What follows belongs to an exercise in optimizing a design on an open flow for small area, a short achievable clock period and few clock cycles per item; a production flow would make more cautious choices.
Power and IR drop assume default switching activity.

==> flow/design.v <==
module LASER (
input CLK,
input RST,
input [3:0] X,
input [3:0] Y,
output reg [3:0] C1X,
output reg [3:0] C1Y,
output reg [3:0] C2X,
output reg [3:0] C2Y,
output reg DONE);
localparam [5:0]  NREAD  = 6'd40;       
localparam [10:0] NROUND = 11'd2000;
localparam [15:0] INIT   = {4'd0, 4'd0, 4'd8, 4'd8};
localparam NG = 3;                      
function [9:0] lfsr_step;
  input [9:0] v;
  input integer n;
  integer k;
  begin
    lfsr_step = v;
    for (k = 0; k < n; k = k + 1)
      lfsr_step = {lfsr_step[8:0], lfsr_step[9] ^ lfsr_step[6]};
  end
endfunction
function [3:0] mv;
  input [3:0] b;
  input       up;
  input       st1;                 
  reg   [4:0] sum;
  begin
    if (up) begin
      sum = {1'b0, b} + (st1 ? 5'd1 : 5'd2);
      mv  = sum[4] ? 4'd15 : sum[3:0];
    end else begin
      sum = {1'b0, b} - (st1 ? 5'd1 : 5'd2);
      mv  = sum[4] ? 4'd0 : sum[3:0];
    end
  end
endfunction
function [15:0] mv4;
  input [15:0] b;
  input [9:0]  q;
  begin
    mv4 = {mv(b[15:12], q[0], q[5]), mv(b[11:8], q[3], q[5]),
           mv(b[7:4],   q[5], q[5]), mv(b[3:0],  q[9], q[5])};
  end
endfunction
function [3:0] cls;
  input [3:0] p, c;
  reg [4:0] d, k;
  reg z, o;
  integer b;
  begin
    k[0] = 1'b1;
    for (b = 0; b < 4; b = b + 1) begin
      d[b]   = p[b] ^ ~c[b] ^ k[b];
      k[b+1] = (p[b] & ~c[b]) | (p[b] & k[b]) | (~c[b] & k[b]);
    end
    d[4] = ~k[4];
    z = ~(d[4] | d[3] | d[2]);             
    o = d[4] & d[3] & d[2];                
    cls[0] = z & ~(d[1] | d[0]);
    cls[1] = (z & ~(d[1] & d[0])) | (o & d[1]);
    cls[2] = z | (o & (d[1] | d[0]));
    cls[3] = z | o | (d[2] & ~(d[4] | d[3] | d[1] | d[0]));
  end
endfunction
function cov1;
  input [3:0] px, py, cx, cy;
  reg [3:0] a, b;
  begin
    a = cls(px, cx);
    b = cls(py, cy);
    cov1 = (a[3] & b[0]) | (a[2] & b[1]) | (a[1] & b[2]) | (a[0] & b[3]);
  end
endfunction
function cov2;
  input [7:0]  p;
  input [15:0] t;
  begin
    cov2 = cov1(p[7:4], p[3:0], t[15:12], t[11:8]) | cov1(p[7:4], p[3:0], t[7:4], t[3:0]);
  end
endfunction
function gt3;
  input [5:0] a, b, r;
  reg [5:0] s, k;
  reg [6:0] t;
  begin
    s = a ^ b ^ ~r;
    k = (a & b) | (a & ~r) | (b & ~r);
    t = {1'b0, s} + {k, 1'b0};
    gt3 = t[6];
  end
endfunction
reg  [5:0]  cnt;                        
reg  [10:0] rcQ, rcO;                   
reg  [9:0]  VQ, VO;                     
reg         s1d;                        
reg         fin2q, fin3;                
wire        rd    = (cnt < NREAD);
reg [NG-1:0] redo;
reg          redom;
reg          rnd2;                      
wire [10:0] rc    = redom ? rcO : rcQ;
wire [9:0]  V     = redom ? VO : VQ;
wire        fin2  = fin2q & ~redom;
wire        s1    = ~rd & ~DONE & (rc < NROUND);    
wire [9:0]  V1    = lfsr_step(V, 1);
wire [9:0]  V42   = lfsr_step(V, 42);
wire        rndS  = (lfsr_step(V, 41) < 10'd150);  
wire         s2v = s1d & ~redom;        
wire         gt;                        
always @(posedge CLK) begin
  if (RST) begin
    cnt   <= 6'd0;
    s1d   <= 1'b0;
    fin2q <= 1'b0;
    fin3  <= 1'b0;
    DONE  <= 1'b0;
  end else begin
    cnt   <= DONE ? 6'd0 : rd ? cnt + 6'd1 : cnt;
    s1d   <= s1;
    fin2q <= s1 & (rc == NROUND - 11'd1);
    fin3  <= fin2;
    DONE  <= fin3;
  end
end
integer g;
always @(posedge CLK) begin
  if (RST | rd) begin
    redom <= 1'b0;
    redo  <= {NG{1'b0}};
  end else begin
    redom <= s1d & ~redom & ~rnd2 & gt & s1;
    for (g = 0; g < NG; g = g + 1)
      redo[g] <= s1d & ~redo[g] & ~rnd2 & gt & s1;
  end
  rnd2 <= rndS;
end
always @(posedge CLK) begin
  if (RST)
    VQ <= 10'h1;
  else if (rd | fin2 | fin3)
    VQ <= V1;
  else if (s1)
    VQ <= V42;
  else
    VQ <= V;
  VO <= V;
end
always @(posedge CLK) begin
  if (rd)
    rcQ <= 11'd0;
  else if (s1)
    rcQ <= rc + 11'd1;
  else
    rcQ <= rc;
  rcO <= rc;
end
reg [7:0] P [0:39];
integer i;
always @(posedge CLK) begin
  P[0] <= rd ? {X, Y} : P[39];
  for (i = 1; i < 40; i = i + 1)
    P[i] <= P[i-1];
end
reg  [15:0] PA;                         
reg  [15:0] PQ;                         
reg  [15:0] T1Q, XQ, TO;
wire [15:0] T1 = redom ? TO : T1Q;      
wire [15:0] Xc = redom ? TO : XQ;       
wire [15:0] K  = redom ? PA : PQ;       
wire [15:0] Pb = rd ? INIT : rndS ? K : (s2v & rnd2) ? T1 : Xc;
always @(posedge CLK) begin
  PA <= mv4(T1, V);
  PQ <= mv4(Pb, rd ? V1 : V42);
  T1Q <= s1 ? K : T1;
  TO  <= T1;
  if (rd)
    XQ <= INIT;
  else if (s1 & s2v & rnd2)
    XQ <= T1;
  else
    XQ <= Xc;
end
reg [39:0] hit;
reg [15:0] Kg;
integer j;
always @(*)
  for (j = 0; j < 40; j = j + 1) begin
    Kg = redo[j * NG / 40] ? PA : PQ;
    hit[j] = cov2(P[j], Kg);
  end
wire [5:0] ca, cb;
wire cs1 = hit[0] ^ hit[1] ^ hit[2];
wire cs2 = (hit[0] & hit[1]) | (hit[0] & hit[2]) | (hit[1] & hit[2]);
wire cs3 = hit[3] ^ hit[4] ^ hit[5];
wire cs4 = (hit[3] & hit[4]) | (hit[3] & hit[5]) | (hit[4] & hit[5]);
wire cs5 = hit[6] ^ hit[7] ^ hit[8];
wire cs6 = (hit[6] & hit[7]) | (hit[6] & hit[8]) | (hit[7] & hit[8]);
wire cs7 = hit[9] ^ hit[10] ^ hit[11];
wire cs8 = (hit[9] & hit[10]) | (hit[9] & hit[11]) | (hit[10] & hit[11]);
wire cs9 = hit[12] ^ hit[13] ^ hit[14];
wire cs10 = (hit[12] & hit[13]) | (hit[12] & hit[14]) | (hit[13] & hit[14]);
wire cs11 = hit[15] ^ hit[16] ^ hit[17];
wire cs12 = (hit[15] & hit[16]) | (hit[15] & hit[17]) | (hit[16] & hit[17]);
wire cs13 = hit[18] ^ hit[19] ^ hit[20];
wire cs14 = (hit[18] & hit[19]) | (hit[18] & hit[20]) | (hit[19] & hit[20]);
wire cs15 = hit[21] ^ hit[22] ^ hit[23];
wire cs16 = (hit[21] & hit[22]) | (hit[21] & hit[23]) | (hit[22] & hit[23]);
wire cs17 = hit[24] ^ hit[25] ^ hit[26];
wire cs18 = (hit[24] & hit[25]) | (hit[24] & hit[26]) | (hit[25] & hit[26]);
wire cs19 = hit[27] ^ hit[28] ^ hit[29];
wire cs20 = (hit[27] & hit[28]) | (hit[27] & hit[29]) | (hit[28] & hit[29]);
wire cs21 = hit[30] ^ hit[31] ^ hit[32];
wire cs22 = (hit[30] & hit[31]) | (hit[30] & hit[32]) | (hit[31] & hit[32]);
wire cs23 = hit[33] ^ hit[34] ^ hit[35];
wire cs24 = (hit[33] & hit[34]) | (hit[33] & hit[35]) | (hit[34] & hit[35]);
wire cs25 = hit[36] ^ hit[37] ^ hit[38];
wire cs26 = (hit[36] & hit[37]) | (hit[36] & hit[38]) | (hit[37] & hit[38]);
wire cs27 = cs1 ^ cs3 ^ cs5;
wire cs28 = (cs1 & cs3) | (cs1 & cs5) | (cs3 & cs5);
wire cs29 = cs7 ^ cs9 ^ cs11;
wire cs30 = (cs7 & cs9) | (cs7 & cs11) | (cs9 & cs11);
wire cs31 = cs13 ^ cs15 ^ cs17;
wire cs32 = (cs13 & cs15) | (cs13 & cs17) | (cs15 & cs17);
wire cs33 = cs19 ^ cs21 ^ cs23;
wire cs34 = (cs19 & cs21) | (cs19 & cs23) | (cs21 & cs23);
wire cs35 = cs2 ^ cs4 ^ cs6;
wire cs36 = (cs2 & cs4) | (cs2 & cs6) | (cs4 & cs6);
wire cs37 = cs8 ^ cs10 ^ cs12;
wire cs38 = (cs8 & cs10) | (cs8 & cs12) | (cs10 & cs12);
wire cs39 = cs14 ^ cs16 ^ cs18;
wire cs40 = (cs14 & cs16) | (cs14 & cs18) | (cs16 & cs18);
wire cs41 = cs20 ^ cs22 ^ cs24;
wire cs42 = (cs20 & cs22) | (cs20 & cs24) | (cs22 & cs24);
wire cs43 = pr0 ^ pr1 ^ pr2;
wire cs44 = (pr0 & pr1) | (pr0 & pr2) | (pr1 & pr2);
wire cs45 = pr3 ^ pr4 ^ pr5;
wire cs46 = (pr3 & pr4) | (pr3 & pr5) | (pr4 & pr5);
wire cs47 = pr6 ^ pr7 ^ pr8;
wire cs48 = (pr6 & pr7) | (pr6 & pr8) | (pr7 & pr8);
wire cs49 = pr9 ^ pr10 ^ pr11;
wire cs50 = (pr9 & pr10) | (pr9 & pr11) | (pr10 & pr11);
wire cs51 = pr12 ^ pr13 ^ pr14;
wire cs52 = (pr12 & pr13) | (pr12 & pr14) | (pr13 & pr14);
wire cs53 = pr15 ^ pr16 ^ pr17;
wire cs54 = (pr15 & pr16) | (pr15 & pr17) | (pr16 & pr17);
wire cs55 = cs44 ^ cs46 ^ cs47;
wire cs56 = (cs44 & cs46) | (cs44 & cs47) | (cs46 & cs47);
wire cs57 = cs48 ^ cs50 ^ cs52;
wire cs58 = (cs48 & cs50) | (cs48 & cs52) | (cs50 & cs52);
wire cs59 = cs55 ^ cs49 ^ cs51;
wire cs60 = (cs55 & cs49) | (cs55 & cs51) | (cs49 & cs51);
wire cs61 = cs56 ^ cs57 ^ cs53;
wire cs62 = (cs56 & cs57) | (cs56 & cs53) | (cs57 & cs53);
wire cs63 = cs60 ^ cs61 ^ pr18;
wire cs64 = (cs60 & cs61) | (cs60 & pr18) | (cs61 & pr18);
wire cs65 = cs62 ^ cs58 ^ cs54;
wire cs66 = (cs62 & cs58) | (cs62 & cs54) | (cs58 & cs54);
reg pr0;
reg pr1;
reg pr2;
reg pr3;
reg pr4;
reg pr5;
reg pr6;
reg pr7;
reg pr8;
reg pr9;
reg pr10;
reg pr11;
reg pr12;
reg pr13;
reg pr14;
reg pr15;
reg pr16;
reg pr17;
reg pr18;
always @(posedge CLK) begin
  pr0 <= cs27;
  pr1 <= cs29;
  pr2 <= cs31;
  pr3 <= cs33;
  pr4 <= cs25;
  pr5 <= hit[39];
  pr6 <= cs28;
  pr7 <= cs30;
  pr8 <= cs32;
  pr9 <= cs34;
  pr10 <= cs35;
  pr11 <= cs37;
  pr12 <= cs39;
  pr13 <= cs41;
  pr14 <= cs26;
  pr15 <= cs36;
  pr16 <= cs38;
  pr17 <= cs40;
  pr18 <= cs42;
end
assign ca = {1'b0, cs66, cs64, cs63, cs59, cs43};
assign cb = {1'b0, 1'b0, cs65, 1'b0, 1'b0, cs45};
reg  [5:0] prev, best;
wire [5:0] cov = ca + cb;
assign     gt  = gt3(ca, cb, prev);
wire       dec = rnd2 | gt;
reg  [5:0]  cov3;                       
reg  [15:0] t3;
reg         s3;
always @(posedge CLK) begin
  if (rd)
    prev <= 6'd0;
  else if (s2v & dec)
    prev <= cov;
  cov3 <= cov;
  t3   <= T1;
  s3   <= s2v & ~rd;
end
always @(posedge CLK) begin
  if (rd)
    best <= 6'd0;
  else if (s3 && cov3 > best)
    best <= cov3;
end
always @(posedge CLK) begin
  if (RST) begin
    C1X <= 4'd7; C1Y <= 4'd7;
    C2X <= 4'd7; C2Y <= 4'd7;
  end else if (s3 && cov3 > best) begin
    {C1X, C1Y, C2X, C2Y} <= t3;
  end
end
endmodule
Settings: LEC_CHECK=0, CAP_MARGIN=20, CORE_MARGIN=2, CORE_UTILIZATION=40, SETUP_SLACK_MARGIN=1.75, SLEW_MARGIN=20; clock period 6.0 ns.
run.sh (not shown) runs the stock make flow with config.mk's settings and CLKGATE_MAP_FILE= SYNTH_SCRIPT=/design/flow/synth_recipe.tcl, a recipe that flattens the netlist after the stock synthesis.
The first run passed the timing, DRC and antenna checks.
==> next run, changes <==
--- a/flow/design.v
+++ b/flow/design.v
@@ -12,5 +12,5 @@
 localparam [10:0] NROUND = 11'd2000;
 localparam [15:0] INIT   = {4'd0, 4'd0, 4'd8, 4'd8};
-localparam NG = 3;                      
+localparam NG = 2;                      
 function [9:0] lfsr_step;
   input [9:0] v;
@@ -49,5 +49,4 @@
   input [3:0] p, c;
   reg [4:0] d, k;
-  reg z, o;
   integer b;
   begin
@@ -58,10 +57,8 @@
     end
     d[4] = ~k[4];
-    z = ~(d[4] | d[3] | d[2]);             
-    o = d[4] & d[3] & d[2];                
-    cls[0] = z & ~(d[1] | d[0]);
-    cls[1] = (z & ~(d[1] & d[0])) | (o & d[1]);
-    cls[2] = z | (o & (d[1] | d[0]));
-    cls[3] = z | o | (d[2] & ~(d[4] | d[3] | d[1] | d[0]));
+    cls[0] = ~|d;
+    cls[1] = (~d[4] & ~d[3] & ~d[2] & ~(d[1] & d[0])) | (d[4] & d[3] & d[2] & d[1]);
+    cls[2] = (~d[4] & ~d[3] & ~d[2]) | (d[4] & d[3] & d[2] & (d[1] | d[0]));
+    cls[3] = (~d[4] & ~d[3] & (~d[2] | ~(d[1] | d[0]))) | (d[4] & d[3] & d[2]);
   end
 endfunction
The new run completed with no timing, DRC or antenna violations.
Area after synthesis rises by 0.38%.
Die area rises by 0.38%.
Register-to-register slack improves by 0.02 ns.
Core utilization falls by 0.10 points.
Final cell count rises by 0.76%.
Worst setup slack improves by 0.023 ns.
Total power falls by 6.8%.
Wire length falls by 2.7%.
Combinational power falls by 14%.
Count of clock-buffer cells in the layout rises by 8.
Non-clock buffer count rises by 14.
Sequential share of layout area falls by 0.29 points.
No run of this note included a check of the RTL's function; only the layout flow was run.

## afterwards: timing with drivers on the ports
No port has a modelled driver above. Below, the same layouts with a new extraction and two added sets of constraints.
Step 1 (the two cells are an assumption about what drives the block):
set clk [get_ports {CLK}]
set_driving_cell -lib_cell sky130_fd_sc_hd__clkbuf_16 $clk
set_driving_cell -lib_cell sky130_fd_sc_hd__buf_2 [delete_from_list [all_inputs] $clk]
Step 2 also shifts input and output timing later by t, the mid clock arrival at the registers, as if the neighbouring blocks saw the same clock.
Slacks: ideal ports / drivers / drivers and shift; pairs: ideal ports / drivers.
| run | t (ns) | setup WS [ns] | worst slew at a driven data input, ns |
|---|---|---|---|
| the first run | 0.732 | 1.690 / 1.690 / 1.690 | 0.04 |
| the second run | 0.724 | 1.713 / 1.713 / 1.713 | 0.03 |
After both steps every run listed still meets setup and hold.
